This design comes from an exercise in tuning for small area, a short achievable clock period and few clock cycles per item on the open sky130 flow, not from production work.
Where RTL was checked, it was by simulation tests only, not by an equivalence proof against the original.

Design systolic_multiplier, start of the top module:
module systolic_multiplier(
	input wire clk,
	input wire rst_n,
	input wire start,
	input wire [163 - 1 : 0] a,
	input wire [163 - 1 : 0] g,
	input wire [BWIDTH - 1:0] b,
	output wire [163 - 1 : 0] t_i_j,
	output reg done
);
Settings: LEC_CHECK=0, CAP_MARGIN=20, CORE_MARGIN=2, CORE_UTILIZATION=40, SETUP_SLACK_MARGIN=4.1, SLEW_MARGIN=20, TNS_END_PERCENT=10; clock period 7.0 ns.
standard.sh (not shown) runs the stock make flow with config.mk's settings and CLKGATE_MAP_FILE= SYNTH_SCRIPT=/design/flow/synth_recipe.tcl, a recipe that flattens the netlist after the stock synthesis.
==> flow/flow/run.sh <==
#!/bin/bash
# The standard layout, with the port buffers inserted as buf_1 cells
# (ORFS's buffer_ports otherwise picks clkdlybuf4s50_1). Timing repair
# still resizes the ones on critical paths.
set -euo pipefail
export BUFFER_PORTS_ARGS="-buffer_cell sky130_fd_sc_hd__buf_1"
bash standard.sh > standard_flow.log 2>&1
Testbench counts at the start, summed over its fixed seeds: cycles 25,608, items 1,600.
Then changed:
- TNS_END_PERCENT: 10 -> default
=>
- The changed run produced a clean layout
- synthesized cell count does not change
- final area came out higher by 0.39%
- utilization came out higher by 0.17 points
- worst setup slack gains 0.22 ns
- sequential cell count is unchanged
- synthesized area is unchanged
- worst hold slack hardly moves
Then changed:
- SETUP_SLACK_MARGIN: 4.1 -> 3.7
Outcome: Core utilization is lower by 0.95 points; critical path depth stays the same; first-iteration DRC count came out lower by 9.0%.

---

the previous run:
The RTL this note starts from:
==> flow/design.v <==
module systolic_multiplier(
	input wire clk,
	input wire rst_n,
	input wire start,
	input wire [163 - 1 : 0] a,
	input wire [163 - 1 : 0] g,
	input wire [BWIDTH - 1:0] b,
	output wire [163 - 1 : 0] t_i_j,
	output reg done
);
localparam W = 163;
localparam D = 12;
localparam BWIDTH = 168;
localparam K = (BWIDTH + D - 1) / D;                
localparam BW = K * D;                              
localparam CW = $clog2(K);
reg  [W - 1 : 0] reg_a;
reg  [W - 1 : 0] reg_g;
reg  [BW - 1 : 0] reg_b;
reg  [W - 1 : 0] tr;        
reg  [D - 1 : 0] q;         
reg  [D - 1 : 0] qn;        
reg  [D - 1 : 0] hb;        
reg  busy;                  
reg  fix;                   
reg  [CW - 1 : 0] counter;
wire ld = ~(busy | fix);    
assign t_i_j = tr;
always @(posedge clk or negedge rst_n) begin
	if (!rst_n) begin
		busy <= 1'b0;
		fix <= 1'b0;
		counter <= 0;
		done <= 1'b0;
	end else begin
		done <= fix;
		fix <= busy && (counter == K - 1);
		if (busy) begin
			if (counter == K - 1) begin
				busy <= 1'b0;
				counter <= 0;
			end else
				counter <= counter + 1'b1;
		end else if (start && !fix) begin
			busy <= 1'b1;
			counter <= 0;
		end
	end
end
wire [D - 1 : 0] dig = reg_b[BW - 1 -: D];
wire [D - 1 : 0] dig_nx = reg_b[BW - D - 1 -: D];
reg [D - 1 : 0] fac [0 : 3];
reg [D - 1 : 0] pr01, pr23, c_in;
reg [D - 1 : 1] c_r;        
wire [D - 1 : 0] c = {c_r, 1'b1};
integer i, j, k;
always @* begin
	for (k = 0; k < 4; k = k + 1) begin
		fac[k] = 0;
		fac[k][0] = 1'b1;
		for (j = 1; j < D; j = j + 1)
			if ((j << k) < D)
				fac[k][j << k] = g[W - j];
	end
	pr01 = 0; pr23 = 0; c_in = 0;
	for (i = 0; i < D; i = i + 1)
		for (j = 0; j <= i; j = j + 1) begin
			pr01[i] = pr01[i] ^ (fac[0][j] & fac[1][i - j]);
			pr23[i] = pr23[i] ^ (fac[2][j] & fac[3][i - j]);
		end
	for (i = 0; i < D; i = i + 1)
		for (j = 0; j <= i; j = j + 1)
			c_in[i] = c_in[i] ^ (pr01[j] & pr23[i - j]);
end
reg [W - 1 : 0] ta;           
reg [W - 1 : 0] ba;           
reg [D - 1 : 0] hq;           
reg [D - 1 : 0] q_new;        
reg [D - 1 : 0] hb_in, hb_nx;  
always @* begin
	for (i = 0; i < W; i = i + 1) begin
		ta[i] = tr[i];
		ba[i] = 1'b0;
		for (j = 0; j < D; j = j + 1)
			if (i >= j) begin
				ta[i] = ta[i] ^ (q[j] & reg_g[i - j]);
				ba[i] = ba[i] ^ (dig[j] & reg_a[i - j]);
			end
	end
	for (i = 0; i < D; i = i + 1) begin
		hq[i] = tr[W + i - D] ^ hb[i];
		for (j = 0; j < D; j = j + 1)
			if (W + i - D >= j)
				hq[i] = hq[i] ^ (~qn[j] & reg_g[W + i - D - j]);
		hb_in[i] = 1'b0;
		hb_nx[i] = 1'b0;
		for (j = 0; j < D; j = j + 1)
			if (W + i - j <= W - 1) begin
				hb_in[i] = hb_in[i] ^ (b[BW - 1 - (D - 1) + j] & a[W + i - j]);
				hb_nx[i] = hb_nx[i] ^ (dig_nx[j] & reg_a[W + i - j]);
			end
	end
	for (i = 0; i < D; i = i + 1) begin
		q_new[i] = 1'b0;
		for (k = 0; k < D - i; k = k + 1)
			q_new[i] = q_new[i] ^ (c[k] & hq[i + k]);
	end
end
always @(posedge clk) begin
	if (ld) begin
		reg_a <= a;
		reg_g <= g;
		c_r <= c_in[D - 1 : 1];
		reg_b <= {{(BW - BWIDTH){1'b0}}, b};
		tr <= {W{1'b0}};
		q <= {D{1'b0}};
		qn <= {D{1'b1}};
		hb <= hb_in;
	end else begin
		reg_b <= reg_b << D;
		tr <= fix ? ta : ({ta[W - D - 1 : 0], {D{1'b0}}} ^ ba);
		q <= q_new;
		qn <= ~q_new;
		hb <= hb_nx;
	end
end
endmodule  
==> flow/config.mk <==
export PLATFORM = sky130hd
export DESIGN_NAME = systolic_multiplier
export DESIGN_NICKNAME = systolic_multiplier
export VERILOG_FILES = /design/flow/design.v
export SDC_FILE = /design/flow/constraint.sdc
export NUM_CORES = 4
export LEC_CHECK = 0
export CAP_MARGIN = 20
export CORE_MARGIN = 2
export CORE_UTILIZATION = 55
export PLACE_DENSITY = 0.68
export SETUP_SLACK_MARGIN = 4.5
export SLEW_MARGIN = 20
==> flow/constraint.sdc <==
create_clock -name core_clock -period 7.0 [get_ports {clk}]
set_input_delay 1.4000 -clock core_clock [delete_from_list [all_inputs] [get_ports {clk}]]
set_output_delay 1.4000 -clock core_clock [all_outputs]
set_load 0.01 [all_outputs]
run.sh (not shown) runs the stock make flow with config.mk's settings and CLKGATE_MAP_FILE= SYNTH_SCRIPT=/design/flow/synth_recipe.tcl, a recipe that flattens the netlist after the stock synthesis.
Stock flow here: none of the scripts above is used.
Modified inputs, the current run compared to the previous run
- CORE_UTILIZATION now 40, was 55
- PLACE_DENSITY no longer set, was 0.68
Findings:
| layout net count | the previous run vs the current run | ≈ equal |. The current run — average wire per cell in the routed design 5.0% lower, the previous run as reference. Relative to the previous run, the global-route wire length before repair of the current run is higher by about 3.2%. Relative to the previous run, number of non-clock inverters has decreased by 2 in the current run. The lower number of gates resized after CTS of the current run and the previous run is in the previous run. Lower non-clock buffer count goes to the current run over the previous run. Routability congestion estimate of the previous run is on par with the current run. Smallest setup slack after layout, the current run and the previous run, higher one = the current run.
No run of this note included a check of the RTL's function; only the layout flow was run.

[what the ideal ports hide]
How much do the figures lean on ideal ports? The routed layouts below were timed once more, with nothing changed but the port constraints.
Step 1 assumes that a clkbuf_16 drives the clock port and a buf_2 every other input.
Step 2 adds t to the input delays and takes it off the output delays; t is the mean of the earliest and latest rising clock arrival at the registers after step 1. Input paths then give back, and output paths get back, about the clock's delay inside the block.
a / b / c = no drivers / after step 1 / after step 2; a / b = the first two.
run	t, ns	setup slack, ns	hold slack, ns	worst data-port slew with drivers (ns)	cell pins on the clock port's net
the first run of note 1	0.854	3.890 / 3.799 / 3.495	0.418 / 0.418 / 0.418	0.18	1
the second run of note 1	0.860	4.109 / 4.042 / 3.513	0.418 / 0.418 / 0.418	0.19	1
the third run of note 1	0.853	3.729 / 3.729 / 3.524	0.419 / 0.419 / 0.419	0.18	1
the previous run	0.840	4.055 / 4.055 / 3.823	0.419 / 0.419 / 0.419	0.11	1
the current run	0.867	4.089 / 4.089 / 3.838	0.390 / 0.390 / 0.390	0.18	1
After both steps setup and hold are still met in every run listed. The setup slack of the second run of note 1, which loses most, moves by -0.067 ns with the drivers and by -0.596 ns with both steps.
